What follows belongs to an exercise in optimizing a design on an open flow for small area, a short achievable clock period and few clock cycles; a production flow would make more cautious choices. At most, simulation tests tie the RTL to the original design; equivalence was not proved. For run 1, only the layout was checked, not whether the RTL still works. Power and IR drop assume default switching activity.

[config.mk]
export PLATFORM = sky130hd
export DESIGN_NAME = kcpsmx
export DESIGN_NICKNAME = kcpsmx
export VERILOG_FILES = /design/flow/design.v
export SDC_FILE = /design/flow/constraint.sdc
export NUM_CORES = 4
export LEC_CHECK = 0
export ABC_CLOCK_PERIOD_IN_PS = 2200
export CAP_MARGIN = 20
export CORE_MARGIN = 2
export CORE_UTILIZATION = 75
export CTS_BUF_LIST = sky130_fd_sc_hd__clkbuf_8
export SETUP_SLACK_MARGIN = 3.5
export SLEW_MARGIN = 20
export TNS_END_PERCENT = 30
[run.sh]
#!/bin/bash
# synth_recipe.tcl (not shown) runs the flow's synth.tcl, then flattens the netlist and writes it again
# the make line also repeats each setting of config.mk as NAME=value (left out here)
make -C /OpenROAD-flow-scripts/flow DESIGN_CONFIG=/design/flow/config.mk WORK_HOME=/design/flow/orfs CLKGATE_MAP_FILE= SYNTH_SCRIPT=/design/flow/synth_recipe.tcl finish
[constraint.sdc]
create_clock -name core_clock -period 6.0 [get_ports {clk}]
set_input_delay 1.2000 -clock core_clock [delete_from_list [all_inputs] [get_ports {clk}]]
set_output_delay 1.2000 -clock core_clock [all_outputs]
set_load 0.01 [all_outputs]
[design.v]
package kcpsmx3_inc;
localparam OPERAND_WIDTH    = 8;                     
localparam CODE_WIDTH       = 18;
localparam CODE_DEPTH       = 10;                    
localparam CODE_SIZE        = (1 << CODE_DEPTH);     
localparam PORT_WIDTH       = OPERAND_WIDTH;         
localparam PORT_DEPTH       = OPERAND_WIDTH;         
localparam PORT_SIZE        = (1 << PORT_DEPTH);     
localparam STACK_WIDTH      = CODE_DEPTH;            
localparam STACK_DEPTH      = 5;                     
localparam STACK_SIZE       = (1 << STACK_DEPTH);    
localparam REGISTER_WIDTH   = OPERAND_WIDTH;         
localparam REGISTER_DEPTH   = 4;                     
localparam REGISTER_SIZE    = (1 << REGISTER_DEPTH); 
localparam SCRATCH_WIDTH    = OPERAND_WIDTH;         
localparam SCRATCH_DEPTH    = 6;                     
localparam SCRATCH_SIZE     = (1 << SCRATCH_DEPTH);  
localparam OPERATION_WIDTH  = 5;
localparam RESET_VECTOR     = 0;                     
localparam INTERRUPT_VECTOR = (CODE_SIZE - 1);        
typedef enum logic [1:0] {
    Z           = 2'b00,  
    NZ          = 2'b01,  
    C           = 2'b10,  
    NC          = 2'b11   
} cond_flag_t;
typedef enum logic [1:0] {
    SA          = 2'b00,  
    RL_SRX      = 2'b01,  
    RR_SLX      = 2'b10,  
    SC          = 2'b11  
} shift_op_t;
typedef enum logic [4:0] {
    LOAD        = 5'h00,
    INPUT       = 5'h02,
    FETCH       = 5'h03,
    AND         = 5'h05,
    OR          = 5'h06,
    XOR         = 5'h07,
    TEST        = 5'h09,
    COMPARE     = 5'h0a,
    ADD         = 5'h0c,
    ADDCY       = 5'h0d,
    SUB         = 5'h0e,
    SUBCY       = 5'h0f,
    RS          = 5'h10,
    RETURN      = 5'h15,
    OUTPUT      = 5'h16,
    STORE       = 5'h17,
    CALL        = 5'h18,
    JUMP        = 5'h1a,
    RETURNI     = 5'h1c,
    INTERRUPT   = 5'h1e
} opcode_t;
typedef struct packed {
    logic [11:8] x_addr;                 
    logic [7:4] y_addr;                  
    logic [3:0] padding;                 
} reg_reg_instr_t;
typedef struct packed {
    logic [11:8] x_addr;                 
    logic [7:0] constant;                
} reg_const_instr_t;
typedef struct packed {
    logic [11:8] x_addr;                 
    logic [7:6] padding;                 
    logic [5:0] scratch_addr;            
} scratch_instr_t;
typedef struct packed {
    logic [11:8] x_addr;                 
    logic [7:0] port_addr;               
} port_instr_t;
typedef struct packed {
    logic [11:8] x_addr;                 
    logic [7:4] padding;                 
    logic [3:3] dir;                     
    shift_op_t  op;                      
    logic [0:0] constant;                
} shift_instr_t;
typedef struct packed {
    cond_flag_t flags;                   
    logic [9:0] code_addr;               
} jump_instr_t;
typedef struct packed {
    logic [11:1] padding;
    logic [0:0] en;
} int_instr_t;
typedef struct packed {
    opcode_t    operation;           
    logic       op_cond_sel;         
    union packed {                   
        reg_reg_instr_t reg_reg;
        reg_const_instr_t reg_const;
        scratch_instr_t scratch;
        port_instr_t port;
        shift_instr_t shift;
        jump_instr_t jump;
        int_instr_t interrupt;
    } instr_type;
} instr_t;
endpackage
import kcpsmx3_inc::*;
module kcpsmx(
    output logic [PORT_DEPTH-1:0]   port_id,         
    output logic                    write_strobe,    
    output logic [PORT_WIDTH-1:0]   out_port,        
    output logic                    read_strobe,     
    input        [PORT_WIDTH-1:0]   in_port,         
    input                           interrupt,       
    output logic                    interrupt_ack,   
    input                           reset,           
    input                           clk,             
    output logic [CODE_DEPTH-1:0]   address,         
    input        [CODE_WIDTH-1:0]   instruction      
);
assign interrupt_ack = 1'b0;
logic [9:0]  pc;
logic [17:0] ir;
logic        stall;              
logic        byx, byy;           
logic [15:0] selx, sely;         
logic [15:0][7:0] rf;            
logic [63:0][7:0] spr;           
logic [31:0][9:0] stk;           
logic [4:0]  sp;                 
logic [9:0]  tos;                
logic        carry, zero;
logic [7:0]  e_a, e_bx;          
logic [7:0]  e_sd;               
logic [7:0]  e_whi, e_wlo;       
logic [7:0]  e_rhi;              
logic        e_fa, e_fb;         
logic [3:0]  e_dst;
logic        e_regwrite, e_flagwrite;
logic        e_input, e_output, e_reti, e_push;
logic        e_sub;
logic [1:0]  e_cin;              
logic        e_sel_add, e_sel_and, e_sel_or, e_sel_xor, e_sel_sh, e_sel_b, e_sel_scr;
logic        e_test;
logic        e_sdir;
logic [1:0]  e_sop;
logic        e_sconst;
logic [9:0]  e_pushdata;
logic [7:0]  res;
logic [3:0]  w_dst;
logic        w_regwrite, w_input, w_flagwrite;
function automatic logic [4:0] uses(input logic [17:0] i);
    logic [4:0] o;
    logic alu, mem;
    o   = i[17:13];
    alu = (o == AND) | (o == OR) | (o == XOR) | (o == TEST) | (o == COMPARE) |
          (o == ADD) | (o == ADDCY) | (o == SUB) | (o == SUBCY);
    mem = (o == INPUT) | (o == OUTPUT) | (o == FETCH) | (o == STORE);
    uses = {alu | (o == RS) | (o == OUTPUT) | (o == STORE),
            i[12] & (alu | mem | (o == LOAD)),
            i[12] & mem,
            (o == STORE),
            1'b0};
endfunction
assign address = pc;
wire [4:0] op = ir[17:13];
wire d_load    = (op == LOAD);
wire d_input   = (op == INPUT);
wire d_fetch   = (op == FETCH);
wire d_and     = (op == AND);
wire d_or      = (op == OR);
wire d_xor     = (op == XOR);
wire d_test    = (op == TEST);
wire d_cmp     = (op == COMPARE);
wire d_add     = (op == ADD);
wire d_addcy   = (op == ADDCY);
wire d_sub     = (op == SUB);
wire d_subcy   = (op == SUBCY);
wire d_rs      = (op == RS);
wire d_ret     = (op == RETURN);
wire d_output  = (op == OUTPUT);
wire d_store   = (op == STORE);
wire d_call    = (op == CALL);
wire d_jump    = (op == JUMP);
wire d_reti    = (op == RETURNI);
wire d_arith     = d_add | d_addcy | d_sub | d_subcy | d_cmp;
wire d_regwrite  = d_load | d_input | d_fetch | d_and | d_or | d_xor |
                   d_add | d_addcy | d_sub | d_subcy | d_rs;
wire d_flagwrite = d_and | d_or | d_xor | d_test | d_arith | d_rs;
wire cond_ok = ~ir[12] | (ir[11] ? (carry ^ ir[10]) : (zero ^ ir[10]));
wire d_jmp  = (d_jump | d_call) & cond_ok;
wire d_retk = (d_ret & cond_ok) | d_reti;
wire d_push = d_call & cond_ok;
wire [9:0] pc_inc = pc + 10'd1;
wire [7:0] wb_data = w_input ? in_port : res;
wire [3:0] xa = ir[11:8];
wire [3:0] ya = ir[7:4];
logic [7:0] xr, yr;
always_comb begin
    xr = 8'd0;
    yr = 8'd0;
    for (int k = 0; k < 16; k++) begin
        xr = xr | (rf[k] & {8{selx[k]}});
        yr = yr | (rf[k] & {8{sely[k]}});
    end
end
wire [7:0] xv = byx ? wb_data : xr;
wire [7:0] yv = byy ? wb_data : yr;
wire [5:0] d_saddr = ir[12] ? yv[5:0] : ir[5:0];
wire [17:0] nxt = stall ? ir : instruction;
wire [4:0]  nxt_use = uses(instruction);
wire stall_nxt = ~stall & (
    (d_input & ((nxt_use[4] & (instruction[11:8] == xa)) |
                (nxt_use[3] & (instruction[7:4]  == xa)))) |
    (d_regwrite & ((nxt_use[2] & (instruction[7:4]  == xa)) |
                   (nxt_use[1] & (instruction[11:8] == xa)))));
always_ff @(posedge clk) begin
    if (reset) begin
        pc    <= 10'd0;
        ir    <= 18'h02000;      
        sp    <= 5'd31;
        stall <= 1'b0;
        byx   <= 1'b0;
        byy   <= 1'b0;
        selx  <= 16'd0;
        sely  <= 16'd0;
    end else begin
        stall <= stall_nxt;
        byx   <= e_regwrite & (e_dst == nxt[11:8]);
        byy   <= e_regwrite & (e_dst == nxt[7:4]);
        if (!stall) begin
            ir <= instruction;
            for (int k = 0; k < 16; k++) begin
                selx[k] <= (instruction[11:8] == k);
                sely[k] <= (instruction[7:4] == k);
            end
            if (d_jmp)       pc <= ir[9:0];
            else if (d_retk) pc <= tos;
            else             pc <= pc_inc;
            if (d_push)      sp <= sp + 5'd1;
            else if (d_retk) sp <= sp - 5'd1;
        end
    end
end
always_ff @(posedge clk) begin
    e_a   <= xv;
    e_bx  <= (ir[12] ? yv : ir[7:0]) ^ {8{d_sub | d_subcy | d_cmp}};
    if (d_store) e_sd <= xv;
    for (int k = 0; k < 8; k++) begin
        e_wlo[k] <= (d_saddr[2:0] == k);
        e_rhi[k] <= (d_saddr[5:3] == k);
    end
    e_dst <= xa;
    e_fa  <= e_regwrite & (e_dst == xa);
    e_fb  <= ir[12] & e_regwrite & (e_dst == ya);
    e_sub <= d_sub | d_subcy | d_cmp;
    e_cin <= d_addcy ? 2'd2 : d_subcy ? 2'd3 : (d_sub | d_cmp) ? 2'd1 : 2'd0;
    e_sel_add <= d_arith;
    e_sel_and <= d_and | d_test;
    e_sel_or  <= d_or;
    e_sel_xor <= d_xor;
    e_sel_sh  <= d_rs;
    e_sel_b   <= d_load;
    e_sel_scr <= d_fetch;
    e_test    <= d_test;
    e_sdir    <= ir[3];
    e_sop     <= ir[2:1];
    e_sconst  <= ir[0];
    e_pushdata <= pc_inc;        
    if (reset || stall) begin
        e_regwrite  <= 1'b0;
        e_flagwrite <= 1'b0;
        e_input     <= 1'b0;
        e_output    <= 1'b0;
        e_reti      <= 1'b0;
        e_push      <= 1'b0;
        e_whi       <= 8'd0;
    end else begin
        e_regwrite  <= d_regwrite;
        e_flagwrite <= d_flagwrite;
        e_input     <= d_input;
        e_output    <= d_output;
        e_reti      <= d_reti;
        e_push      <= d_push;
        for (int k = 0; k < 8; k++) e_whi[k] <= d_store & (d_saddr[5:3] == k);
    end
end
wire [7:0] a  = e_fa ? res : e_a;
wire [7:0] bx = e_fb ? (res ^ {8{e_sub}}) : e_bx;
wire [7:0] b  = bx;              
wire       cin = e_cin[1] ? (carry ^ e_cin[0]) : e_cin[0];
wire [9:0] sum2 = {1'b0, a, 1'b1} + {1'b0, bx, cin};
wire [8:0] sum  = sum2[9:1];
wire sbit = (e_sop == 2'b10) ? a[0] :
            (e_sop == 2'b01) ? a[7] :
            (e_sop == 2'b00) ? carry : e_sconst;
wire [7:0] shres = e_sdir ? {sbit, a[7:1]} : {a[6:0], sbit};
wire       shout = e_sdir ? a[0] : a[7];
wire [7:0] andv = a & b;
wire [7:0] orv  = a | b;
wire [7:0] xorv = a ^ b;
logic [7:0] scr;
always_comb begin
    logic [7:0] grp;
    scr = 8'd0;
    for (int g = 0; g < 8; g++) begin
        grp = 8'd0;
        for (int j = 0; j < 8; j++) grp = grp | (spr[8 * g + j] & {8{e_wlo[j]}});
        scr = scr | (grp & {8{e_rhi[g]}});
    end
end
wire [7:0] result = ({8{e_sel_add}} & sum[7:0]) |
                    ({8{e_sel_and}} & andv)     |
                    ({8{e_sel_or }} & orv)      |
                    ({8{e_sel_xor}} & xorv)     |
                    ({8{e_sel_sh }} & shres)    |
                    ({8{e_sel_b  }} & b)        |
                    ({8{e_sel_scr}} & scr);
wire c_new = (e_sel_add & (sum[8] ^ e_sub)) |
             (e_test    & (^andv))           |
             (e_sel_sh  & shout);
wire [7:0] zk    = {orv[6:0], cin};
wire       z_add = &(xorv ~^ zk);
wire z_new = (e_sel_add & z_add)       |
             (e_sel_and & ~|andv)      |
             (e_sel_or  & ~|orv)       |
             (e_sel_xor & ~|xorv)      |
             (e_sel_sh  & ~|shres);
always_ff @(posedge clk) begin
    for (int k = 0; k < 64; k++)
        if (e_whi[k / 8] && e_wlo[k % 8]) spr[k] <= e_sd;
    for (int k = 0; k < 32; k++)
        if (e_push && sp == k) stk[k] <= e_pushdata;
    tos <= e_push ? e_pushdata : stk[sp];
end
always_ff @(posedge clk) begin
    res      <= result;
    w_dst    <= e_dst;
    port_id  <= e_bx;
    out_port <= a;
    if (reset) begin
        carry        <= 1'b0;
        zero         <= 1'b0;
        w_regwrite   <= 1'b0;
        w_input      <= 1'b0;
        w_flagwrite  <= 1'b0;
        read_strobe  <= 1'b0;
        write_strobe <= 1'b0;
    end else begin
        if (e_flagwrite) begin
            carry <= c_new;
            zero  <= z_new;
        end else if (e_reti && !w_flagwrite) begin
            carry <= 1'b0;
            zero  <= 1'b0;
        end
        w_regwrite   <= e_regwrite;
        w_input      <= e_input;
        w_flagwrite  <= e_flagwrite;
        read_strobe  <= e_input;
        write_strobe <= e_output;
    end
end
always_ff @(posedge clk) begin
    for (int k = 0; k < 16; k++)
        if (w_regwrite && w_dst == k) rf[k] <= wb_data;
end
endmodule
==> results by group, run 1 <==
STA
  • Count of final setup violators: 0
  • Layout Skew: between 0.04 and 0.05 ns
  • Crit path time final: roughly 2.6 ns
  • Fin. max-slew vios: 0
  • RSZ-0062 raised after global routing: yes
  • Endpoints failing hold: 0
  • Final worst-path cycle share: ~44%
  • Setup_tns: 0 ns
  • Relative slew slack: between 10% and 20%
  • Final hold slack: 0.351 ns
  • Peak Freq: about 380 MHz
  • Worst Max-Slew Pin Slew: between 1 and 1.5 ns

Die
  • Die Ht: roughly 250 µm
  • Core area: about 0.059 mm²
  • Initial core utilization: approximately three quarters
  • Die area: around 0.06 mm²
  • Ports: 58
  • FP Rows: between 80 and 90
  • Chip width: 249 µm

Run status
  • Status: no timing/DRC/antenna violations

Synthesis
  • Synth Register Bits: around 1200
  • Synth top area share: between 60% and 70%
  • Top-count cell post-synth: edfxtp_1
  • Ys async rst share: 0%
  • Area contributors post-synth: edfxtp_1 65%, dfxtp_1 8.4%, a22oi_1 6.3%
  • Most common library cells after synthesis: 968 x edfxtp_1, 376 x a22oi_1, 189 x dfxtp_1
  • Mean Syn Cell Area: between 15 and 20 µm²
  • Mapped Area: approximately 0.045 mm²
  • Post-synth EDFFs: ~970
  • Ys Warns: 1
  • Synth cell types: 79
  • Syn nets: ~2900
  • Most common flop cell mapped by yosys: edfxtp_1
  • Largest area contributor in the netlist: edfxtp_1
  • Sequential area share after synthesis: about 73%
  • Cell count after synthesis: about 2800

Placement
  • PortBufs: 55
  • Hpwl dp: around 69000 µm
  • Placer Congestion: between 0.9 and 1
  • DP Cell Count: 3500
  • Dpl cell area: between 0.04 and 0.05 mm²

Finish
  • Design Area, Final: roughly 0.050 mm²
  • Nets: 2990
  • P&R area growth vs syn: 11.1%
  • Fillers: roughly 2700
  • Non-Filler Instances: 3852
  • Share of cells above drive strength 1: between 10% and 20%

Job
  • Max Cap Viol: 0

Worst setup path
  • CP Class: flip-flop to flip-flop
  • Setup crit start kind: flip-flop
  • Crit Path Max Fanout: 9
  • CP required: 6.68 ns
  • CP endpoint kind: flip-flop
  • R2r setup slk: around 3.4 ns
  • CP arrival: between 3 and 4 ns

Power and ir drop
  • Comb pwr share: between 5 and 6%
  • Sw power: 3.70 mW
  • Switch share: a little under a quarter
  • Sequential power share: between 50% and 60%
  • PD cells: around 320 mW/mm²
  • Clock Power Share: about two fifths
  • VDD IR max: approximately 0.33 mV
  • Total power: about 16 mW
  • Pleak: approximately 16 nW
  • Internal power: ~12 mW

Clock network
  • Clk latency of the worst-skew pair: about 0.84 ns
  • Cts hold-fix bufs: 0
  • CTS buffer count: 171
  • H-tree levels: 4
  • CTS tree: built
  • Root buffer cell: clkbuf_8
  • Worst-path clk slew: 0.07 ns
  • Clock Path Buffers: 3
  • Clk sinks: about 1200

Drt
  • DR vias/cell: about 7.3
  • Drt first pass iters: 18
  • DRC: 0
  • Final ANT Viol Nets: 0
  • Wire length per cell: 30.3 µm
  • Vias after detailed routing: approximately 28000
  • Detailed Route WL: 117000 µm
  • Initial DRC Count: around 3800

GRT
  • Largest net degree at the start of global routing: 68
  • Initial antenna violation count: 7
  • Via count of the first global-routing pass: 27500
  • Overflow after GRT: 0
  • First-pass GRT wire length: roughly 170000 µm
  • Total GRT Usage: 37.8%

Hold path
  • Worst Hold Class: flip-flop to flip-flop
## cell usage in the layout (no fill, tap or decap), drive strengths merged, types with 69 or more instances in the layout
master | Yosys | final
nand4 | 90 | 90
edfxtp | 968 | 968
a22oi | 377 | 377
dfxtp | 189 | 189
o22ai | 74 | 74
nor2 | 100 | 100
mux4 | 85 | 85
and2 | 69 | 69
nand2 | 104 | 104
buf | 53 | 70
inv | 61 | 120
clkbuf | 142 | 189
## through the flow
stage                     setup WS [ns]  util [%]
after floorplan                    3.50         -
after detailed placement           2.82      77.5
after global routing               3.24      84.3
final                              3.36      84.3
after CTS                          3.32      83.8
after global placement             2.80      77.5
## area by class of cell
cell class                 count  area [µm²]  share of cell area (%)
timing repair buffer         115        1090                    2.19
inverter                      63         236                   0.475
tap                          773         967                    1.94
clock inverter               127         706                    1.42
clock buffer                 188        2590                    5.19
antenna                        6        15.0                  0.0301
sequential                  1157       33000                    66.1
multi-input combinational   1423       11300                    22.6
## power groups by stage
stage                     sequential (mW)  combinational (mW)  clock (mW)
after floorplan                      8.97               0.548           0
after global placement               9.08               0.762           0
after detailed placement             9.09               0.783           0
after CTS                            8.91               0.817        6.09
after global routing                 8.92               0.919        6.45
final                                8.92               0.872        6.09
## critical path, stage by stage (launching register included)
cell and delay [ns]:
dfxtp_1 0.54, a22o_1 0.31, a221oi_1 0.20, nand4_1 0.13
a2111oi_0 0.91, o22ai_1 0.24, xor2_1 0.19
## repair_timing
item / CTS / global route
setup buffers: 22 / 9
gates cloned: 0 / 0
endpoints found under the setup margin: 348 / 272
endpoints found under the hold margin: 0 / 0
pin swaps: 2 / 8
resized for setup: 137 / 42
## path summary, 6_finish.rpt
kind | from | to | depth (start not counted)
min reg2reg | e_bx[2]$_DFF_P_ | port_id[2]$_DFF_P_ | 0
max | sely[15]$_SDFFE_PP0N_ | e_bx[7]$_DFF_P_ | 6
min | e_bx[2]$_DFF_P_ | port_id[2]$_DFF_P_ | 0
max reg2reg | sely[15]$_SDFFE_PP0N_ | e_bx[7]$_DFF_P_ | 6
## sequential cells by signal, summed over array words and instances (netlist names), 10 cells and up
signal,cells
e_pushdata,10
ir,18
pc,10
rf,128
selx,16
sely,16
spr,512
stk,320
tos,10
## cells by family after synthesis
family / after synthesis / share of synthesized area (%)
and+or+nand+nor: 550 / 6.36
other: 1 / 0.00836
xor gates and xnor gates: 68 / 1.33
muxes: 127 / 5.24
AOI/OAI and AO/OA: 647 / 10.6
DFF: 1157 / 73.2
adders and majority gates: 30 / 0.870
buffers and inverters: 258 / 2.38
## metal layers
metal  routed length (µm)  global-route usage, %  vias up
met1                40400                   51.0    13700
met2                55600                   59.1     2381
li1                     -                      -    11600
met3                14300                   8.60      473
met4                 6560                   19.5        2
met5                   13                      0        -
==> run 2: changes to the inputs <==
--- a/design.v
+++ b/design.v
@@ -141,6 +141,8 @@
 logic [1:0]  e_sop;
 logic        e_sconst;
 logic [9:0]  e_pushdata;
+logic [3:0]  e_phi;              
+logic [7:0]  e_plo;
 logic [7:0]  res;
 logic [3:0]  w_dst;
 logic        w_regwrite, w_input, w_flagwrite;
@@ -187,6 +189,7 @@
 wire d_retk = (d_ret & cond_ok) | d_reti;
 wire d_push = d_call & cond_ok;
 wire [9:0] pc_inc = pc + 10'd1;
+wire [4:0] sp_inc = sp + 5'd1;
 wire [7:0] wb_data = w_input ? in_port : res;
 wire [3:0] xa = ir[11:8];
 wire [3:0] ya = ir[7:4];
@@ -232,7 +235,7 @@
             if (d_jmp)       pc <= ir[9:0];
             else if (d_retk) pc <= tos;
             else             pc <= pc_inc;
-            if (d_push)      sp <= sp + 5'd1;
+            if (d_push)      sp <= sp_inc;
             else if (d_retk) sp <= sp - 5'd1;
         end
     end
@@ -262,6 +265,7 @@
     e_sop     <= ir[2:1];
     e_sconst  <= ir[0];
     e_pushdata <= pc_inc;        
+    for (int k = 0; k < 8; k++) e_plo[k] <= (sp_inc[2:0] == k);
     if (reset || stall) begin
         e_regwrite  <= 1'b0;
         e_flagwrite <= 1'b0;
@@ -269,6 +273,7 @@
         e_output    <= 1'b0;
         e_reti      <= 1'b0;
         e_push      <= 1'b0;
+        e_phi       <= 4'd0;
         e_whi       <= 8'd0;
     end else begin
         e_regwrite  <= d_regwrite;
@@ -277,6 +282,7 @@
         e_output    <= d_output;
         e_reti      <= d_reti;
         e_push      <= d_push;
+        for (int k = 0; k < 4; k++) e_phi[k] <= d_push & (sp_inc[4:3] == k);
         for (int k = 0; k < 8; k++) e_whi[k] <= d_store & (d_saddr[5:3] == k);
     end
 end
@@ -325,7 +331,7 @@
     for (int k = 0; k < 64; k++)
         if (e_whi[k / 8] && e_wlo[k % 8]) spr[k] <= e_sd;
     for (int k = 0; k < 32; k++)
-        if (e_push && sp == k) stk[k] <= e_pushdata;
+        if (e_phi[k / 8] && e_plo[k % 8]) stk[k] <= e_pushdata;
     tos <= e_push ? e_pushdata : stk[sp];
 end
 always_ff @(posedge clk) begin
==> config.mk (replaced) <==
export PLATFORM = sky130hd
export DESIGN_NAME = kcpsmx
export DESIGN_NICKNAME = kcpsmx
export VERILOG_FILES = /design/flow/design.v
export SDC_FILE = /design/flow/constraint.sdc
export NUM_CORES = 4
export LEC_CHECK = 0
export CAP_MARGIN = 20
export CORE_MARGIN = 2
export CORE_UTILIZATION = 75
export CTS_BUF_LIST = sky130_fd_sc_hd__clkbuf_16
export CTS_CLUSTER_DIAMETER = 60
export CTS_CLUSTER_SIZE = 30
export SETUP_SLACK_MARGIN = 3.5
export SLEW_MARGIN = 20
export TNS_END_PERCENT = 30
==> run 2 against run 1 <==
Still clean on timing, DRC and antenna. Critical path depth is 5 lower. Global-route usage is 0.97 points lower. First-iteration DRC count grew 8.3%. Clock skew shrank 0.016 ns. Critical endpoint is now write_strobe. Highest routed layer unchanged.
==> results by group, run 2 <==
Hold path
  • Worst Hold Class: flip-flop to flip-flop
  • Hold path startpoint: e_bx[0]$_DFF_P_
  • Worst hold path endpoint: port_id[0]$_DFF_P_
  • Hold Path Cell Cnt: 0 (unchanged)

Clock network
  • Clock Path Buffers: 3 (unchanged)
  • Worst-path clk slew: 0.09 ns (+0.02 ns)
  • Cts hold-fix bufs: 0 (unchanged)
  • CTS tree: built
  • CTS buffer count: 53 (-69%)
  • Root buffer cell: clkbuf_16
  • Clk sinks: 1169 (+1.0%)
  • Clk latency of the worst-skew pair: 0.67 ns (-0.17 ns)
  • H-tree levels: 2 (-2)

Die
  • Ports: 58 (unchanged)
  • Die Ht: 249 µm (+0.29%)
  • Chip width: 249 µm (+0.29%)
  • Die area: 0.0621 mm² (+0.58%)
  • FP Rows: 89 (unchanged)
  • Core area: 0.0592 mm² (+0.19%)
  • Initial core utilization: 76.2% (+0.31 points)

Synthesis
  • Synth top area share: 64.4% (-0.38 points)
  • Area contributors post-synth: edfxtp_1 64%, dfxtp_1 8.9%, a22oi_1 6.8%
  • Syn nets: 2903 (+0.21%)
  • Mean Syn Cell Area: 15.9 µm² (+0.34%)
  • Largest area contributor in the netlist: edfxtp_1
  • Post-synth EDFFs: 968 (unchanged)
  • Synth cell types: 71 (-10%)
  • Ys Warns: 1 (unchanged)
  • Top-count cell post-synth: edfxtp_1
  • Most common library cells after synthesis: 968 x edfxtp_1, 409 x a22oi_1, 201 x dfxtp_1
  • Sequential area share after synthesis: 73.3% (+0.10 points)
  • Synth Register Bits: 1169 (+1.0%)
  • Cell count after synthesis: 2845 (+0.25%)
  • Mapped Area: 0.0451 mm² (+0.59%)
  • Ys async rst share: 0% (unchanged)
  • Most common flop cell mapped by yosys: edfxtp_1

STA
  • Endpoints failing hold: 0 (unchanged)
  • Relative slew slack: 13.9% (-1.7 points)
  • Final Worst Setup Slack: 3.31 ns (-0.0425 ns)
  • Count of final setup violators: 0 (unchanged)
  • Peak Freq: 372 MHz (-1.6%)
  • Setup_tns: 0 ns (unchanged)
  • RSZ-0062 raised after global routing: yes
  • Layout Skew: 0.0301 ns (-0.0157 ns)
  • Fin. max-slew vios: 0 (unchanged)
  • Final worst-path cycle share: 44.8% (+0.71 points)
  • Crit path time final: 2.69 ns (+0.0425 ns)
  • Worst Max-Slew Pin Slew: 1.29 ns (+0.0260 ns)

Placement
  • PortBufs: 55 (unchanged)
  • Placer Congestion: 0.925 (-1.0%)
  • Hpwl dp: 68900 µm (-0.17%)
  • Pre-CTS setup slack: 2.71 ns (-0.107 ns)

Power and ir drop
  • Internal power: 11.1 mW (-9.3%)
  • Clock Power Share: 31.4% (-7.0 points)
  • Switch share: 22.7% (-0.57 points)
  • VDD IR max: 0.358 mV (+7.1%)
  • Total power: 14.3 mW (-9.9%)
  • PD cells: 295 mW/mm² (-7.6%)
  • Pleak: 15.8 nW (-3.7%)
  • Sw power: 3.25 mW (-12%)
  • Sequential power share: 62.8% (+6.6 points)
  • Comb pwr share: 5.9% (+0.4 points)

Worst setup path
  • CP max stage delay: 0.53 ns (-0.38 ns)
  • Worst path bufs/invs: 1 (+1)
  • Worst-case reg-to-reg path depth: 6 (unchanged)
  • Top Family by Delay on Critical Path: buffers and inverters
  • CP required: 4.80 ns (-1.88 ns)
  • R2r setup slk: 3.33 ns (-0.03 ns)
  • CP endpoint kind: output pin
  • CP Cell Sequence: clkdlybuf4s50_1
  • Worst reg2reg path endpoint: e_whi[5]$_SDFF_PP0_
  • Slowest cell on the critical path: clkdlybuf4s50_1
  • Crit Path Max Fanout: 1 (-8)
  • CP arrival: 1.49 ns (-1.83 ns)
  • CP Class: flip-flop to output pin
  • Setup crit start kind: flip-flop
  • Worst r2r src: sely[4]$_SDFFE_PP0N_

Drt
  • Drt first pass iters: 7 (-11)
  • Vias after detailed routing: 26900 (-4.6%)
  • Wire length per cell: 31.6 µm (+4.1%)
  • DR vias/cell: 7.41 (+1.2%)
  • DRC: 0 (unchanged)
  • Final ANT Viol Nets: 0 (unchanged)
  • Initial DRC Count: 4086 (+8.3%)
  • Detailed Route WL: 115000 µm (-1.8%)

Finish
  • Commonest non-fill, non-tap cells in the layout: 968 x edfxtp_1, 403 x a22oi_1, 161 x dfxtp_1
  • Share of cells above drive strength 1: 11.3% (-4.8 points)
  • Top flop regs: spr x512, stk x320, rf x128
  • Nets: 2875 (-3.8%)
  • Fillers: 2938 (+8.4%)
  • Final core utilization: 82.0% (-2.3 points)
  • P&R area growth vs syn: 7.66%
  • Top reg by flops: spr
  • Antenna diodes: 0 (-6)
  • Number of flip-flops in the largest register: 512 (unchanged)
  • Most common cell after layout, fill and taps aside: edfxtp_1

Job
  • Max Cap Viol: 0 (unchanged)

GRT
  • Via count of the first global-routing pass: 26100 (-5.1%)
  • Total GRT Usage: 36.9% (-0.97 points)
  • First-pass GRT wire length: 169000 µm (-1.8%)
  • Largest net degree at the start of global routing: 79 (+16%)
  • Overflow after GRT: 0 (unchanged)
  • Initial antenna violation count: 5 (-2)

Run status
  • Status: no timing/DRC/antenna violations
-- run 2: repair_timing --
action	in CTS	in global routing
gates cloned	1	0
setup endpoints to repair	66	54
pin swaps	1	2
setup buffers	16	2
resized for setup	81	32
-- run 2: metal layers --
layer	track usage, %	wire [µm]	vias to the layer above
met5	0	38	-
met4	14.4	5120	6
met3	6.66	13400	330
met2	58.9	54800	1986
met1	51.7	41300	13300
li1	-	-	11200
-- run 2: cells by family (layout without fill, tap and decap cells) --
group,after synthesis,count (layout),share of synthesized area (%)
compound gates,669,669,10.7
xor+xnor,73,73,1.42
fa+ha+maj,29,29,0.837
buf+inv,243,258,2.12
flops,1169,1169,73.3
mux,133,133,5.32
other cells,1,1,0.00831
simple gates,528,528,6.26
-- run 2: metrics by stage --
stage,instances,hold slack (ns),instance area [µm²]
finish,3633,0.358,48600
floorplan,2845,0.329,45200
global route,3633,0.372,48600
global placement,3516,0.344,46200
detailed placement,3516,0.342,46200
CTS,3631,0.356,48400
-- run 2: power groups by stage --
stage,Combinational [mW],Clock (mW),Sequential (mW)
6_report,0.842,4.49,8.98
5_1_grt,0.890,4.77,8.99
4_1_cts,0.811,4.49,8.97
3_5_place_dp,0.770,0,9.16
3_3_place_gp,0.751,0,9.15
2_1_floorplan,0.537,0,9.05
-- run 2: worst max-delay path by stage --
stage / slack (ns) / from / end / cells after the start
detailed placement: 2.71 / sp[0]$_SDFFE_PP1P_ / tos[8]$_DFF_P_ / 6
global route: 3.27 / out_port[4]$_DFF_P_ / out_port[4] / 1
global placement: 2.79 / sp[0]$_SDFFE_PP1P_ / tos[8]$_DFF_P_ / 6
CTS: 3.24 / port_id[6]$_DFF_P_ / port_id[6] / 1
floorplan: 3.50 / e_fa$_DFF_P_ / carry$_SDFFE_PP0P_ / 10
finish: 3.31 / write_strobe$_SDFF_PP0_ / write_strobe / 1
-- run 2: layout make-up --
type | instances | area (µm²) | share of cell area [%]
sequential | 1169 | 33200 | 68.3
timing repair buffer | 108 | 1120 | 2.31
tap | 773 | 967 | 1.99
clock buffer | 59 | 1480 | 3.04
clock inverter | 39 | 370 | 0.762
inverter | 52 | 195 | 0.402
multi-input combinational | 1433 | 11300 | 23.2
Testbench counts of run 2, summed over its fixed seeds: cycles 296,784.
==> run 3: changes to the inputs <==
--- a/config.mk
+++ b/config.mk
@@ -9,8 +9,8 @@
 export CORE_MARGIN = 2
 export CORE_UTILIZATION = 75
 export CTS_BUF_LIST = sky130_fd_sc_hd__clkbuf_16
-export CTS_CLUSTER_DIAMETER = 60
-export CTS_CLUSTER_SIZE = 30
+export CTS_CLUSTER_DIAMETER = 50
+export CTS_CLUSTER_SIZE = 20
 export SETUP_SLACK_MARGIN = 3.5
 export SLEW_MARGIN = 20
 export TNS_END_PERCENT = 30
==> run 3 against run 2 <==
Via count grew 2.1%. Combinational power shrank 2.7%. Clock skew shrank 0.010 ns. Register-to-register slack lost 0.14 ns. Global-route usage grew 1.0 points. Synthesized cell count is the same. Worst hold slack lost 0.0011 ns.
==> results by group, run 3 <==
Run status
  • Status: no timing/DRC/antenna violations

STA
  • Fin. max-slew vios: 0 (unchanged)
  • Crit path time final: 2.81 ns (+0.124 ns)
  • Relative slew slack: 13.9% (about the same)
  • Final hold slack: 0.357 ns (-0.00113 ns)
  • Endpoints failing hold: 0 (unchanged)
  • Count of final setup violators: 0 (unchanged)
  • Peak Freq: 356 MHz (-4.4%)
  • Layout Skew: 0.0199 ns (-0.0102 ns)
  • Final worst-path cycle share: 46.8% (+2.1 points)
  • Setup_tns: 0 ns (unchanged)
  • Worst Max-Slew Pin Slew: 1.29 ns (-0.000151 ns)
  • RSZ-0062 raised after global routing: yes

Synthesis
  • Sequential area share after synthesis: 73.3% (unchanged)
  • Cell count after synthesis: 2845 (unchanged)
  • Ys Warns: 1 (unchanged)
  • Synth cell types: 71 (unchanged)
  • Most common flop cell mapped by yosys: edfxtp_1
  • Post-synth EDFFs: 968 (unchanged)
  • Largest area contributor in the netlist: edfxtp_1
  • Synth top area share: 64.4% (unchanged)
  • Mean Syn Cell Area: 15.9 µm² (unchanged)
  • Ys async rst share: 0% (unchanged)
  • Mapped Area: 0.0451 mm² (unchanged)
  • Syn nets: 2903 (unchanged)
  • Synth Register Bits: 1169 (unchanged)
  • Area contributors post-synth: edfxtp_1 64%, dfxtp_1 8.9%, a22oi_1 6.8%
  • Top-count cell post-synth: edfxtp_1
  • Most common library cells after synthesis: 968 x edfxtp_1, 409 x a22oi_1, 201 x dfxtp_1

Hold path
  • Worst Hold Class: flip-flop to flip-flop

Worst setup path
  • CP Class: flip-flop to flip-flop
  • CP arrival: 3.30 ns (+1.81 ns)
  • Top Family by Delay on Critical Path: simple AND/OR/NAND/NOR gates
  • CP max stage delay: 0.80 ns (+0.27 ns)
  • CP endpoint kind: flip-flop
  • CP required: 6.49 ns (+1.69 ns)
  • Slowest cell on the critical path: dfxtp_1
  • CP Cell Sequence: a22oi_1 -> and4_1 -> nand4_1 -> a22o_1 -> nand3_1 -> nor2_1
  • Setup crit start kind: flip-flop
  • Crit Path Max Fanout: 11 (+10)
  • Worst path bufs/invs: 0 (-1)

Die
  • Die area: 0.0621 mm² (unchanged)
  • Chip width: 249 µm (unchanged)
  • Initial core utilization: 76.2% (unchanged)
  • Core area: 0.0592 mm² (unchanged)
  • Ports: 58 (unchanged)
  • FP Rows: 89 (unchanged)
  • Die Ht: 249 µm (unchanged)

Placement
  • DP Cell Count: 3516 (unchanged)
  • Hpwl dp: 68900 µm (unchanged)
  • Placer Congestion: 0.925 (unchanged)
  • Dpl cell area: 0.0462 mm² (unchanged)
  • PortBufs: 55 (unchanged)

Drt
  • DRC: 0 (unchanged)
  • Wire length per cell: 32.0 µm (+1.2%)
  • Initial DRC Count: 4271 (+4.5%)
  • DR vias/cell: 7.47 (+0.84%)
  • Detailed Route WL: 118000 µm (+2.5%)
  • Vias after detailed routing: 27500 (+2.1%)
  • Final ANT Viol Nets: 0 (unchanged)
  • Drt first pass iters: 13 (+6)

Finish
  • Non-Filler Instances: 3680 (+1.3%)
  • Commonest non-fill, non-tap cells in the layout: 968 x edfxtp_1, 406 x a22oi_1, 165 x dfxtp_1
  • Nets: 2895 (+0.70%)
  • Share of cells above drive strength 1: 12.0% (+0.75 points)
  • Top reg by flops: spr
  • Most common cell after layout, fill and taps aside: edfxtp_1
  • Top flop regs: spr x512, stk x320, rf x128
  • Number of flip-flops in the largest register: 512 (unchanged)
  • Final core utilization: 83.4% (+1.4 points)
  • P&R area growth vs syn: 9.49%
  • Design Area, Final: 0.0494 mm² (+1.7%)

Power and ir drop
  • Switch share: 23.1% (+0.39 points)
  • Sequential power share: 56.9% (-5.9 points)
  • Comb pwr share: 5.2% (-0.7 points)
  • Sw power: 3.64 mW (+12%)
  • VDD IR max: 0.355 mV (-0.84%)
  • Internal power: 12.1 mW (+9.7%)
  • PD cells: 319 mW/mm² (+8.4%)
  • Clock Power Share: 37.9% (+6.5 points)
  • Pleak: 16.2 nW (+2.8%)

Clock network
  • CTS buffer count: 85 (+60%)
  • Clk sinks: 1169 (unchanged)
  • Worst-path clk slew: 0.08 ns (about the same)
  • H-tree levels: 3 (+1)
  • Root buffer cell: clkbuf_16
  • Clk latency of the worst-skew pair: 0.65 ns (-0.02 ns)
  • CTS tree: built
  • Clock Path Buffers: 3 (unchanged)

GRT
  • Total GRT Usage: 37.9% (+1.0 points)
  • Initial antenna violation count: 4 (-1)
  • Largest net degree at the start of global routing: 79 (unchanged)
  • Via count of the first global-routing pass: 26900 (+2.9%)
  • First-pass GRT wire length: 174000 µm (+2.8%)
  • Overflow after GRT: 0 (unchanged)

Job
  • Max Cap Viol: 0 (unchanged)
==> run 3: cell types whose count changed in the layout (fill, tap and decap cells not counted), sizes merged <==
cell and delta:
clkdlybuf4s50 +3, diode +1, clkinv +8, dlymetal6s2s -2, bufinv +3, buf -11, clkinvlp -1, bufbuf -1
dlygate4sd2 -1, clkbuf +31, inv +17
==> run 3: cell type report <==
cell class | count | area (µm²)
clock inverter | 66 | 639
antenna | 1 | 2.50
multi-input combinational | 1433 | 11200
timing repair buffer | 96 | 972
inverter | 52 | 195
fill | 2765 | 9830
clock buffer | 90 | 2250
tap | 773 | 967
sequential | 1169 | 33200
==> run 3: power groups by stage <==
stage,logic (mW),clock network [mW],registers (mW)
after floorplan,0.537,0,9.05
after global placement,0.751,0,9.15
after detailed placement,0.770,0,9.16
after CTS,0.794,5.98,8.97
after global routing,0.865,6.27,8.99
final,0.819,5.98,8.98
==> run 3: path summary, 6_finish.rpt <==
check	startpoint	endpoint	slack [ns]	cells after the start
setup / recovery	sely[4]$_SDFFE_PP0N_	e_whi[5]$_SDFF_PP0_	3.19	6
hold / removal	e_bx[0]$_DFF_P_	port_id[0]$_DFF_P_	0.36	0
setup reg to reg	sely[4]$_SDFFE_PP0N_	e_whi[5]$_SDFF_PP0_	3.19	6
hold reg to reg	e_bx[0]$_DFF_P_	port_id[0]$_DFF_P_	0.36	0
==> run 3: what timing repair did <==
action / CTS / global route
hold buffers: 0 / 0
gates resized for setup: 55 / 32
setup buffers: 7 / 0
endpoints found under the setup margin: 66 / 50
==> run 3: per-layer routing <==
layer	track usage [%]	up-vias	share of wire (%)
li1	-	11300	-
met1	52.5	13500	35
met2	60.8	2233	48
met3	6.60	401	12
met4	16.3	6	5.0
met5	0	-	0.030
==> run 3: worst register-to-register path, delay by kind of cell (launching register included) <==
family	cells	cell delay, ns
simple gates	4	1.09
flops	1	0.80
compound gates	2	0.75
==> run 3: per-stage QoR <==
stage | setup slack, ns | total power, mW
after floorplan | 3.50 | 9.59
after global placement | 2.79 | 9.91
after detailed placement | 2.71 | 9.93
after CTS | 3.26 | 15.7
after global routing | 3.26 | 16.1
final | 3.19 | 15.8
==> run 3: cells by family (layout without fill, tap and decap cells) <==
group | Yosys count | after routing | synth area share, %
DFF | 1169 | 1169 | 73.3
adders and majority gates | 29 | 29 | 0.837
AOI/OAI and AO/OA | 669 | 669 | 10.7
muxes | 133 | 133 | 5.32
and+or+nand+nor | 528 | 528 | 6.26
xor gates and xnor gates | 73 | 73 | 1.42
buffers and inverters | 243 | 304 | 2.12
other | 1 | 2 | 0.00831
==> run 4: changes to the inputs <==
--- a/config.mk
+++ b/config.mk
@@ -8,9 +8,7 @@
 export CAP_MARGIN = 20
 export CORE_MARGIN = 2
 export CORE_UTILIZATION = 75
-export CTS_BUF_LIST = sky130_fd_sc_hd__clkbuf_16
-export CTS_CLUSTER_DIAMETER = 50
-export CTS_CLUSTER_SIZE = 20
+export CTS_BUF_LIST = sky130_fd_sc_hd__clkbuf_8 sky130_fd_sc_hd__clkbuf_16
 export SETUP_SLACK_MARGIN = 3.5
 export SLEW_MARGIN = 20
 export TNS_END_PERCENT = 30
==> run 4 against run 3 <==
Global-route usage increased by 2.2 points. Critical endpoint unchanged. Sequential power about the same. Routed wire length increased by 5.5%. Clock power increased by 16%. Synthesized area unchanged. Clock-buffer cell count increased by 26. Still clean. Die area unchanged.
==> results by group, run 4 <==
Worst setup path
  • Crit Path Max Fanout: 11 (unchanged)
  • CP arrival: 3.32 ns (+0.02 ns)
  • Setup crit start kind: flip-flop
  • Top Family by Delay on Critical Path: simple AND/OR/NAND/NOR gates
  • CP endpoint kind: flip-flop
  • CP Class: flip-flop to flip-flop
  • Worst r2r src: sely[4]$_SDFFE_PP0N_
  • CP required: 6.56 ns (+0.07 ns)
  • CP max stage delay: 0.84 ns (+0.04 ns)
  • Crit. Startpoint: sely[4]$_SDFFE_PP0N_
  • CP Cell Sequence: a22oi_1 -> and4_1 -> nand4_1 -> a22o_1 -> nand3_1 -> nor2_1
  • Worst path bufs/invs: 0 (unchanged)
  • Slowest cell on the critical path: dfxtp_1

Synthesis
  • Simple-gate share of the synthesized area: 6.26% (unchanged)
  • Most common library cells after synthesis: 968 x edfxtp_1, 409 x a22oi_1, 201 x dfxtp_1
  • Ys async rst share: 0% (unchanged)
  • Most common flop cell mapped by yosys: edfxtp_1
  • Mean Syn Cell Area: 15.9 µm² (unchanged)
  • Cell count after synthesis: 2845 (unchanged)
  • Mapped Area: 0.0451 mm² (unchanged)
  • Post-synthesis mux area share: 5.32% (unchanged)
  • Fraction of the mapped netlist area in compound gates: 10.7% (unchanged)
  • Post-synth EDFFs: 968 (unchanged)
  • Top-count cell post-synth: edfxtp_1
  • Post-Synth Adder-Cell Area: 0.837% (unchanged)
  • Ys Warns: 1 (unchanged)
  • Synth Register Bits: 1169 (unchanged)
  • Xor and xnor fraction of the mapped netlist area: 1.42% (unchanged)
  • Sequential area share after synthesis: 73.3% (unchanged)
  • Largest area contributor in the netlist: edfxtp_1
  • Synth cell types: 71 (unchanged)
  • Syn nets: 2903 (unchanged)
  • Area contributors post-synth: edfxtp_1 64%, dfxtp_1 8.9%, a22oi_1 6.8%
  • Synth top area share: 64.4% (unchanged)
  • Largest family of logic cells by synthesized area: compound AO/OA/AOI/OAI gates

GRT
  • Largest net degree at the start of global routing: 79 (unchanged)
  • Overflow after GRT: 0 (unchanged)
  • Total GRT Usage: 40.1% (+2.2 points)
  • Via count of the first global-routing pass: 27900 (+4.0%)
  • First-pass GRT wire length: 183000 µm (+5.1%)
  • Initial antenna violation count: 5 (+1)

Clock network
  • H-tree levels: 3 (unchanged)
  • Clock Path Buffers: 3 (unchanged)
  • CTS buffer count: 106 (+25%)
  • Clk sinks: 1169 (unchanged)
  • Worst-path clk slew: 0.07 ns (about the same)
  • Cts hold-fix bufs: 0 (unchanged)
  • Root buffer cell: clkbuf_16
  • CTS tree: built
  • Clk latency of the worst-skew pair: 0.71 ns (+0.06 ns)

STA
  • Final hold slack: 0.354 ns (-0.00311 ns)
  • Count of final setup violators: 0 (unchanged)
  • Relative slew slack: 17.2% (+3.4 points)
  • Final worst-path cycle share: 46.0% (-0.82 points)
  • Worst Max-Slew Pin Slew: 1.24 ns (-0.0501 ns)
  • Setup_tns: 0 ns (unchanged)
  • Crit path time final: 2.76 ns (-0.0491 ns)
  • Fin. max-slew vios: 0 (unchanged)
  • Endpoints failing hold: 0 (unchanged)
  • Peak Freq: 362 MHz (+1.8%)
  • Layout Skew: 0.0491 ns (+0.0292 ns)
  • RSZ-0062 raised after global routing: yes

Power and ir drop
  • Sequential power share: 53.6% (-3.3 points)
  • Clock Power Share: 41.3% (+3.4 points)
  • Pleak: 16.6 nW (+2.6%)
  • Comb pwr share: 5.1% (about the same)
  • PD cells: 334 mW/mm² (+4.7%)
  • Internal power: 13.0 mW (+7.2%)
  • VDD IR max: 0.305 mV (-14%)
  • Sw power: 3.78 mW (+3.8%)
  • Switch share: 22.5% (-0.57 points)

Drt
  • Initial DRC Count: 4442 (+4.0%)
  • DR vias/cell: 7.55 (+1.1%)
  • DRC: 0 (unchanged)
  • Drt first pass iters: 7 (-6)
  • Vias after detailed routing: 28200 (+2.7%)
  • Final ANT Viol Nets: 0 (unchanged)
  • Detailed Route WL: 124000 µm (+5.5%)
  • Wire length per cell: 33.2 µm (+3.9%)

Finish
  • Number of flip-flops in the largest register: 512 (unchanged)
  • P&R area growth vs syn: 11.3%
  • Nets: 2926 (+1.1%)
  • Non-Filler Instances: 3736 (+1.5%)
  • Final core utilization: 84.8% (+1.4 points)
  • Most common cell after layout, fill and taps aside: edfxtp_1
  • Share of cells above drive strength 1: 13.4% (+1.4 points)
  • Commonest non-fill, non-tap cells in the layout: 968 x edfxtp_1, 405 x a22oi_1, 164 x dfxtp_1
  • Fillers: 2564 (-7.3%)
  • FF+latch area: 0.0332 mm² (about the same)
  • Area of the multi-input gates: 0.0113 mm² (+0.47%)
  • Top reg by flops: spr
  • Top flop regs: spr x512, stk x320, rf x128

Die
  • Initial core utilization: 76.2% (unchanged)
  • Ports: 58 (unchanged)
  • Chip width: 249 µm (unchanged)
  • Core area: 0.0592 mm² (unchanged)
  • Die Ht: 249 µm (unchanged)
  • Die area: 0.0621 mm² (unchanged)
  • FP Rows: 89 (unchanged)

Placement
  • DP Cell Count: 3516 (unchanged)
  • Placer Congestion: 0.925 (unchanged)
  • Hpwl dp: 68900 µm (unchanged)
  • PortBufs: 55 (unchanged)

Hold path
  • Worst Hold Class: flip-flop to flip-flop
  • Hold path startpoint: e_bx[0]$_DFF_P_

Run status
  • Status: no timing/DRC/antenna violations

Job
  • Max Cap Viol: 0 (unchanged)
run 4: final cells by class:
type / count / area share [%]
antenna: 2 / 0.00997
clock buffer: 116 / 5.60
clock inverter: 85 / 1.49
inverter: 52 / 0.389
multi-input combinational: 1433 / 22.4
sequential: 1169 / 66.0
tap: 773 / 1.93
timing repair buffer: 106 / 2.12
run 4: kinds of logic (layout without fill, tap and decap cells):
logic type,count (synthesis),after routing
other,1,3
adder cells (fa/ha/maj),29,29
XOR/XNOR,73,73
buffers and inverters,243,359
multiplexers,133,133
AO/OA/AOI/OAI,669,669
flip-flops,1169,1169
AND/OR/NAND/NOR,528,528
run 4: power groups by stage:
stage,registers (mW),clock network [mW],logic [mW]
2_1_floorplan,9.05,0,0.537
3_3_place_gp,9.15,0,0.751
3_5_place_dp,9.16,0,0.770
4_1_cts,8.99,6.91,0.826
5_1_grt,9.00,7.22,0.896
6_report,8.99,6.94,0.852
run 4: metal layers:
| metal | global-route usage, % | part of all wire, % | vias to the layer above |
|---|---|---|---|
| li1 | - | - | 11400 |
| met1 | 52.8 | 33 | 13800 |
| met2 | 64.5 | 48 | 2497 |
| met3 | 8.83 | 13 | 543 |
| met4 | 19.8 | 6.1 | 6 |
| met5 | 0 | 0.028 | - |
run 4: final timing paths:
kind / slack [ns] / end / cells past startpoint
worst max-delay path: 3.24 / e_whi[5]$_SDFF_PP0_ / 6
worst min-delay path: 0.35 / port_id[0]$_DFF_P_ / 0
worst min register to register: 0.35 / port_id[0]$_DFF_P_ / 0
worst max register to register: 3.24 / e_whi[5]$_SDFF_PP0_ / 6
run 4: repair_timing:
action / in CTS / in global routing
setup endpoints to repair: 66 / 55
setup buffers: 17 / 0
resized for setup: 75 / 22
pin swaps: 1 / 0
run 4: through the flow:
stage	area [µm²]	worst slack [ns]	total power, mW
2_1_floorplan	45200	3.50	9.59
3_3_place_gp	46200	2.79	9.91
4_1_cts	50200	3.24	16.7
5_1_grt	50200	3.27	17.1
6_report	50200	3.24	16.8
3_5_place_dp	46200	2.71	9.93
==> run 5: changes to the inputs <==
==> config.mk (replaced) <==
export PLATFORM = sky130hd
export DESIGN_NAME = kcpsmx
export DESIGN_NICKNAME = kcpsmx
export VERILOG_FILES = /design/flow/design.v
export SDC_FILE = /design/flow/constraint.sdc
export NUM_CORES = 4
export LEC_CHECK = 0
export ABC_CLOCK_PERIOD_IN_PS = 2200
export CAP_MARGIN = 20
export CORE_MARGIN = 2
export CORE_UTILIZATION = 75
export CTS_BUF_LIST = sky130_fd_sc_hd__clkbuf_8
export SETUP_SLACK_MARGIN = 3.5
export SLEW_MARGIN = 20
==> run 5 against run 4 <==
Still clean. Fmax increased by 9.8%. Total power decreased by 6.5%. Utilization decreased by 0.27 points. Global-route usage decreased by 2.7 points. Final cell count increased by 3.4%. Clock skew decreased by 0.021 ns. Sequential cell count unchanged. Register-to-register slack improved by 0.25 ns.
==> results by group, run 5 <==
Placement
  • Placer Congestion: 0.925 (unchanged)
  • PortBufs: 55 (unchanged)
  • Hpwl dp: 68900 µm (unchanged)
  • DP Cell Count: 3516 (unchanged)

Clock network
  • Clock Path Buffers: 3 (unchanged)
  • Clk sinks: 1169 (unchanged)
  • Clk latency of the worst-skew pair: 0.84 ns (+0.13 ns)
  • Cts hold-fix bufs: 0 (unchanged)
  • CTS buffer count: 171 (+61%)
  • Root buffer cell: clkbuf_8
  • CTS tree: built
  • H-tree levels: 4 (+1)
  • Worst-path clk slew: 0.06 ns (about the same)

Drt
  • Final ANT Viol Nets: 0 (unchanged)
  • Detailed Route WL: 116000 µm (-6.2%)
  • DR vias/cell: 7.27 (-3.8%)
  • DRC: 0 (unchanged)
  • Vias after detailed routing: 28100 (-0.54%)
  • Drt first pass iters: 8 (+1)
  • Initial DRC Count: 4211 (-5.2%)
  • Wire length per cell: 30.2 µm (-9.2%)

Synthesis
  • Synth cell types: 71 (unchanged)
  • Post-synth EDFFs: 968 (unchanged)
  • Ys async rst share: 0% (unchanged)
  • Largest area contributor in the netlist: edfxtp_1
  • Synth Register Bits: 1169 (unchanged)
  • Most common library cells after synthesis: 968 x edfxtp_1, 409 x a22oi_1, 201 x dfxtp_1
  • Mean Syn Cell Area: 15.9 µm² (unchanged)
  • Syn nets: 2903 (unchanged)
  • Most common flop cell mapped by yosys: edfxtp_1
  • Ys Warns: 1 (unchanged)
  • Sequential area share after synthesis: 73.3% (unchanged)
  • Area contributors post-synth: edfxtp_1 64%, dfxtp_1 8.9%, a22oi_1 6.8%
  • Synth top area share: 64.4% (unchanged)
  • Mapped Area: 0.0451 mm² (unchanged)
  • Top-count cell post-synth: edfxtp_1
  • Cell count after synthesis: 2845 (unchanged)

Power and ir drop
  • VDD IR max: 0.309 mV (+1.4%)
  • Pleak: 16.6 nW (-0.50%)
  • PD cells: 313 mW/mm² (-6.2%)
  • Total power: 15.7 mW (-6.5%)

Die
  • Initial core utilization: 76.2% (unchanged)
  • Ports: 58 (unchanged)
  • FP Rows: 89 (unchanged)
  • Core area: 0.0592 mm² (unchanged)
  • Die area: 0.0621 mm² (unchanged)
  • Die Ht: 249 µm (unchanged)
  • Chip width: 249 µm (unchanged)

Worst setup path
  • CP required: 6.69 ns (+0.13 ns)
  • CP max stage delay: 0.49 ns (-0.35 ns)
  • CP endpoint kind: flip-flop
  • Setup crit start kind: flip-flop
  • CP Cell Sequence: buf_6 -> a22oi_1 -> nand4_1 -> a22oi_2 -> nand4_1 -> a221o_1
  • Crit Path Max Fanout: 33 (+22)
  • CP Class: flip-flop to flip-flop
  • CP arrival: 3.21 ns (-0.11 ns)
  • Crit-path most repeated cell: nand4_1
  • Slowest cell on the critical path: dfxtp_4

STA
  • Fin. max-slew vios: 0 (unchanged)
  • Peak Freq: 398 MHz (+9.8%)
  • Endpoints failing hold: 0 (unchanged)
  • Worst Max-Slew Pin Slew: 1.23 ns (-0.00226 ns)
  • Setup_tns: 0 ns (unchanged)
  • RSZ-0062 raised after global routing: yes
  • Final worst-path cycle share: 41.9% (-4.1 points)
  • Layout Skew: 0.0280 ns (-0.0211 ns)
  • Crit path time final: 2.52 ns (-0.246 ns)
  • Count of final setup violators: 0 (unchanged)
  • Relative slew slack: 17.4% (+0.15 points)

Finish
  • P&R area growth vs syn: 10.9%
  • Commonest non-fill, non-tap cells in the layout: 968 x edfxtp_1, 403 x a22oi_1, 182 x clkbuf_8
  • Number of flip-flops in the largest register: 512 (unchanged)
  • Non-Filler Instances: 3862 (+3.4%)
  • Top reg by flops: spr
  • Share of cells above drive strength 1: 16.9% (+3.5 points)
  • Top flop regs: spr x512, stk x320, rf x128
  • Most common cell after layout, fill and taps aside: edfxtp_1
  • Nets: 3013 (+3.0%)

GRT
  • Met3 GRT Util: 8.46% (-0.37 points)
  • Initial antenna violation count: 6 (+1)
  • First-pass GRT wire length: 171000 µm (-6.3%)
  • M2 GR Usage: 58.5% (-6.0 points)
  • Total GRT Usage: 37.4% (-2.7 points)
  • Via count of the first global-routing pass: 27400 (-1.9%)
  • Largest net degree at the start of global routing: 79 (unchanged)
  • Grt peak-use layer: met2
  • M1 GR Usage: 51.0% (-1.8 points)
  • Overflow after GRT: 0 (unchanged)

Job
  • Max Cap Viol: 0 (unchanged)

Run status
  • Status: no timing/DRC/antenna violations

Hold path
  • Worst Hold Class: flip-flop to flip-flop
==> run 5: cell types whose count changed in the layout (fill, tap and decap cells not counted), sizes merged <==
| cell | change |
|---|---|
| clkbuf | +65 |
| buf | +49 |
| inv | +35 |
| clkinv | +16 |
| dlymetal6s2s | -13 |
| bufinv | -10 |
| dlygate4sd2 | -8 |
| clkinvlp | -4 |
| clkdlybuf4s15 | -3 |
| clkdlybuf4s50 | -3 |
| bufbuf | +1 |
| diode | +1 |
==> run 5: where the power goes <==
part,internal [mW],total (mW),switching [mW]
registers,8.82,8.99,0.177
logic,0.350,0.881,0.531
clock network,2.85,5.82,2.97
total,12.0,15.7,3.68
==> run 5: critical path: cells and delay by family, from the launching register on <==
| kind | cells | cell delay [ns] |
|---|---|---|
| AOI/OAI and AO/OA | 3 | 1.07 |
| and+or+nand+nor | 2 | 0.51 |
| DFF | 1 | 0.49 |
| buffers and inverters | 1 | 0.26 |
==> run 5: cell type report <==
cell class,instances,area (µm²)
Tap cell,773,967
Multi-Input combinational cell,1433,11400
Clock buffer,182,2500
Inverter,52,195
Fill cell,2727,9180
Sequential cell,1169,33200
Timing Repair Buffer,128,1190
Clock inverter,122,574
Antenna cell,3,7.51
==> run 5: metal layers <==
| metal | routed length, µm | share of wire [%] |
|---|---|---|
| met3 | 14200 | 12 |
| met1 | 41100 | 35 |
| met5 | 35 | 0.030 |
| met2 | 55300 | 47 |
| met4 | 5860 | 5.0 |
==> run 5: cell families (layout without fill, tap and decap cells) <==
| group | after synthesis | in the layout | synth area share [%] |
|---|---|---|---|
| buffers and inverters | 243 | 484 | 2.12 |
| XOR/XNOR | 73 | 73 | 1.42 |
| flip-flops | 1169 | 1169 | 73.3 |
| multiplexers | 133 | 133 | 5.32 |
| AO/OA/AOI/OAI | 669 | 669 | 10.7 |
| AND/OR/NAND/NOR | 528 | 528 | 6.26 |
| adder cells (fa/ha/maj) | 29 | 29 | 0.837 |
| other | 1 | 4 | 0.00831 |
==> run 5: worst paths after layout <==
| kind | start | to | slack (ns) | cells past startpoint |
|---|---|---|---|---|
| min reg2reg | e_bx[0]$_DFF_P_ | port_id[0]$_DFF_P_ | 0.34 | 0 |
| max reg2reg | e_wlo[0]$_DFF_P_ | res[3]$_DFF_P_ | 3.48 | 6 |
| min | e_bx[0]$_DFF_P_ | port_id[0]$_DFF_P_ | 0.34 | 0 |
| max | e_wlo[0]$_DFF_P_ | res[3]$_DFF_P_ | 3.48 | 6 |
==> run 5: timing repair <==
| action | 4_1_cts | 5_1_grt |
|---|---|---|
| resized for setup | 200 | 57 |
| setup endpoints to repair | 64 | 37 |
| cloned | 1 | 0 |
| pin swaps | 2 | 13 |
| buffers inserted | 22 | 16 |
==> run 5: per-stage QoR <==
| step | hold WS, ns | util [%] | setup slack (ns) | area, µm² |
|---|---|---|---|---|
| final | 0.340 | 84.5 | 3.48 | 50100 |
| after global routing | 0.349 | 84.5 | 3.42 | 50100 |
| after CTS | 0.347 | 83.9 | 3.45 | 49700 |
| after detailed placement | 0.342 | 78.0 | 2.71 | 46200 |
| after global placement | 0.344 | 78.0 | 2.79 | 46200 |
| after floorplan | 0.329 | - | 3.50 | 45200 |
==> run 6: changes to the inputs <==
--- a/config.mk
+++ b/config.mk
@@ -12,3 +12,4 @@
 export CTS_BUF_LIST = sky130_fd_sc_hd__clkbuf_8
 export SETUP_SLACK_MARGIN = 3.5
 export SLEW_MARGIN = 20
+export TNS_END_PERCENT = 30
==> run 6 against run 5 <==
Still clean. Sequential share of layout area fell by 0.077 points. Setup slack got worse by 0.031 ns. Routed wire length rose by 0.52%. Non-clock buffer count did not move. Utilization rose by 0.070 points. Critical path depth fell by 5. Clock skew fell by 0.0021 ns. Clock-buffer cell count did not move. Critical path type is now flip-flop to output pin.
==> results by group, run 6 <==
Run status
  • Status: no timing/DRC/antenna violations

Clock network
  • CTS buffer count: 171 (unchanged)
  • Clk sinks: 1169 (unchanged)
  • CTS tree: built
  • H-tree levels: 4 (unchanged)
  • Worst-path clk slew: 0.06 ns (about the same)
  • Clock Path Buffers: 3 (unchanged)
  • Cts hold-fix bufs: 0 (unchanged)
  • Root buffer cell: clkbuf_8
  • Clk latency of the worst-skew pair: 0.83 ns (about the same)

STA
  • RSZ-0062 raised after global routing: yes
  • Worst Max-Slew Pin Slew: 1.24 ns (+0.00500 ns)
  • Relative slew slack: 17.0% (-0.33 points)
  • Peak Freq: 393 MHz (-1.2%)
  • Count of final setup violators: 0 (unchanged)
  • Layout Skew: 0.0259 ns (-0.00208 ns)
  • Fin. max-slew vios: 0 (unchanged)
  • Final worst-path cycle share: 42.4% (+0.51 points)
  • Setup_tns: 0 ns (unchanged)
  • Crit path time final: 2.55 ns (+0.0306 ns)
  • Endpoints failing hold: 0 (unchanged)

Drt
  • DRC: 0 (unchanged)
  • Detailed Route WL: 117000 µm (+0.52%)
  • Vias after detailed routing: 28000 (-0.15%)
  • Final ANT Viol Nets: 0 (unchanged)
  • DR vias/cell: 7.26 (-0.15%)
  • Initial DRC Count: 4377 (+3.9%)
  • Drt first pass iters: 8 (unchanged)
  • Wire length per cell: 30.3 µm (+0.52%)

Synthesis
  • Largest area contributor in the netlist: edfxtp_1
  • Area contributors post-synth: edfxtp_1 64%, dfxtp_1 8.9%, a22oi_1 6.8%
  • Ys async rst share: 0% (unchanged)
  • Ys Warns: 1 (unchanged)
  • Post-synth EDFFs: 968 (unchanged)
  • Syn nets: 2903 (unchanged)
  • Most common library cells after synthesis: 968 x edfxtp_1, 409 x a22oi_1, 201 x dfxtp_1
  • Most common flop cell mapped by yosys: edfxtp_1
  • Mean Syn Cell Area: 15.9 µm² (unchanged)
  • Synth Register Bits: 1169 (unchanged)
  • Mapped Area: 0.0451 mm² (unchanged)
  • Sequential area share after synthesis: 73.3% (unchanged)
  • Synth cell types: 71 (unchanged)
  • Cell count after synthesis: 2845 (unchanged)
  • Top-count cell post-synth: edfxtp_1
  • Synth top area share: 64.4% (unchanged)

Worst setup path
  • Top Family by Delay on Critical Path: flip-flops
  • Setup crit start kind: flip-flop
  • Worst reg2reg path endpoint: e_whi[5]$_SDFF_PP0_
  • CP Class: flip-flop to output pin
  • CP Cell Sequence: clkdlybuf4s15_2
  • CP required: 4.80 ns (-1.89 ns)
  • Crit Path Max Fanout: 1 (-97%)
  • R2r setup slk: 3.48 ns (about the same)
  • Capture point of the worst path: port_id[1]
  • Worst-case reg-to-reg path depth: 6 (unchanged)
  • Worst r2r src: sely[8]$_SDFFE_PP0N_
  • CP max stage delay: 0.32 ns (-0.17 ns)
  • CP Depth: 1 (-5)
  • Slowest cell on the critical path: dfxtp_1
  • CP arrival: 1.35 ns (-1.86 ns)
  • Crit. Startpoint: port_id[1]$_DFF_P_
  • CP endpoint kind: output pin
  • Worst path bufs/invs: 1 (unchanged)

Finish
  • Non-Filler Instances: 3862 (unchanged)
  • Nets: 3013 (unchanged)
  • Most common cell after layout, fill and taps aside: edfxtp_1
  • P&R area growth vs syn: 11.0% (about the same)
  • Top flop regs: spr x512, stk x320, rf x128
  • Commonest non-fill, non-tap cells in the layout: 968 x edfxtp_1, 404 x a22oi_1, 182 x clkbuf_8
  • Design Area, Final: 0.0501 mm² (about the same)
  • Share of cells above drive strength 1: 16.5% (-0.42 points)
  • Top reg by flops: spr
  • Final core utilization: 84.6% (about the same)
  • Number of flip-flops in the largest register: 512 (unchanged)

Placement
  • Dpl cell area: 0.0462 mm² (unchanged)
  • DP Cell Count: 3516 (unchanged)
  • Hpwl dp: 68900 µm (unchanged)
  • PortBufs: 55 (unchanged)
  • Placer Congestion: 0.925 (unchanged)

Die
  • FP Rows: 89 (unchanged)
  • Chip width: 249 µm (unchanged)
  • Die area: 0.0621 mm² (unchanged)
  • Ports: 58 (unchanged)
  • Initial core utilization: 76.2% (unchanged)
  • Die Ht: 249 µm (unchanged)
  • Core area: 0.0592 mm² (unchanged)

GRT
  • Overflow after GRT: 0 (unchanged)
  • Total GRT Usage: 37.4% (-0.068 points)
  • Initial antenna violation count: 6 (unchanged)
  • Via count of the first global-routing pass: 27300 (-0.32%)
  • Largest net degree at the start of global routing: 79 (unchanged)
  • First-pass GRT wire length: 171000 µm (-0.15%)

Hold path
  • Worst Hold Class: flip-flop to flip-flop

Power and ir drop
  • VDD IR max: 0.308 mV (-0.25%)
  • Total power: 15.7 mW (about the same)
  • PD cells: 313 mW/mm² (-0.12%)
  • Pleak: 16.6 nW (about the same)

Job
  • Max Cap Viol: 0 (unchanged)
## run 6: cell counts after synthesis
No cell type changed its count.
## run 6: metrics by stage
stage                     setup WS [ns]  hold slack [ns]
after detailed placement           2.71            0.342
after floorplan                    3.50            0.329
after CTS                          3.40            0.347
after global routing               3.40            0.356
after global placement             2.79            0.344
final                              3.45            0.349
## run 6: layout make-up
class                      count  area [µm²]
sequential                  1169       33200
clock buffer                 182        2500
tap                          773         967
clock inverter               122         574
antenna                        3        7.51
multi-input combinational   1433       11400
timing repair buffer         128        1250
inverter                      52         195
fill                        2715        9140
## run 6: power breakdown
group	leakage (nW)	total, mW	switching [mW]	internal (mW)
registers	10.4	8.99	0.173	8.82
clock network	1.78	5.80	2.96	2.85
logic	4.33	0.891	0.536	0.355
total	16.6	15.7	3.67	12.0
## run 6: worst min path at each step
stage,start,to,slack [ns],depth (start not counted)
after floorplan,ir[9]$_SDFF_PP0_,e_dst[1]$_DFF_P_,0.33,0
after global placement,e_bx[0]$_DFF_P_,port_id[0]$_DFF_P_,0.34,0
after detailed placement,e_bx[0]$_DFF_P_,port_id[0]$_DFF_P_,0.34,0
after CTS,e_bx[0]$_DFF_P_,port_id[0]$_DFF_P_,0.35,0
after global routing,e_bx[0]$_DFF_P_,port_id[0]$_DFF_P_,0.36,0
final,e_bx[0]$_DFF_P_,port_id[0]$_DFF_P_,0.35,0
## run 6: kinds of logic (layout without fill, tap and decap cells)
kind of cell	after synthesis	count (layout)	share of synthesized area, %
other cells	1	4	0.00831
flops	1169	1169	73.3
compound gates	669	669	10.7
simple gates	528	528	6.26
xor+xnor	73	73	1.42
fa+ha+maj	29	29	0.837
buf+inv	243	484	2.12
mux	133	133	5.32
## run 6: what timing repair did
item,4_1_cts,5_1_grt
endpoints found under the setup margin,64,49
gates cloned,1,1
buffers inserted,21,16
resized for setup,170,59
pin swaps,2,11
## run 6: per-layer routing
metal	track usage [%]	up-vias	part of all wire (%)
li1	-	11600	-
met1	51.2	13800	35
met2	58.3	2212	47
met3	8.36	410	12
met4	17.6	6	5.0
met5	0	-	0.030

[static timing again, ports no longer ideal]
No port has a modelled driver above. Below, the same layouts with a new extraction and two added sets of constraints. Step 1 assumes that a clkbuf_16 drives the clock port and a buf_2 every other input. Step 2 adds t to the input delays and takes it off the output delays; t is the mean of the earliest and latest rising clock arrival at the registers after step 1. Input paths then give back, and output paths get back, about the clock's delay inside the block. Three values: ideal, step 1, step 2; two values: the first two.
run	t, ns	setup slack, ns	hold slack, ns	worst data-port slew with drivers (ns)
run 1	0.881	3.355 / 3.299 / 2.668	0.351 / 0.351 / 0.351	0.14
run 2	0.717	3.313 / 3.250 / 2.673	0.358 / 0.358 / 0.358	0.15
run 3	0.704	3.189 / 3.189 / 2.527	0.357 / 0.357 / 0.357	0.14
run 4	0.750	3.238 / 3.226 / 2.600	0.354 / 0.354 / 0.354	0.16
run 5	0.883	3.485 / 3.424 / 2.812	0.340 / 0.340 / 0.340	0.16
run 6	0.875	3.454 / 3.390 / 2.708	0.349 / 0.349 / 0.349	0.17
After both steps every run listed still meets setup and hold. The setup slack of run 6, which loses most, moves by -0.064 ns with the drivers and by -0.746 ns with both steps.
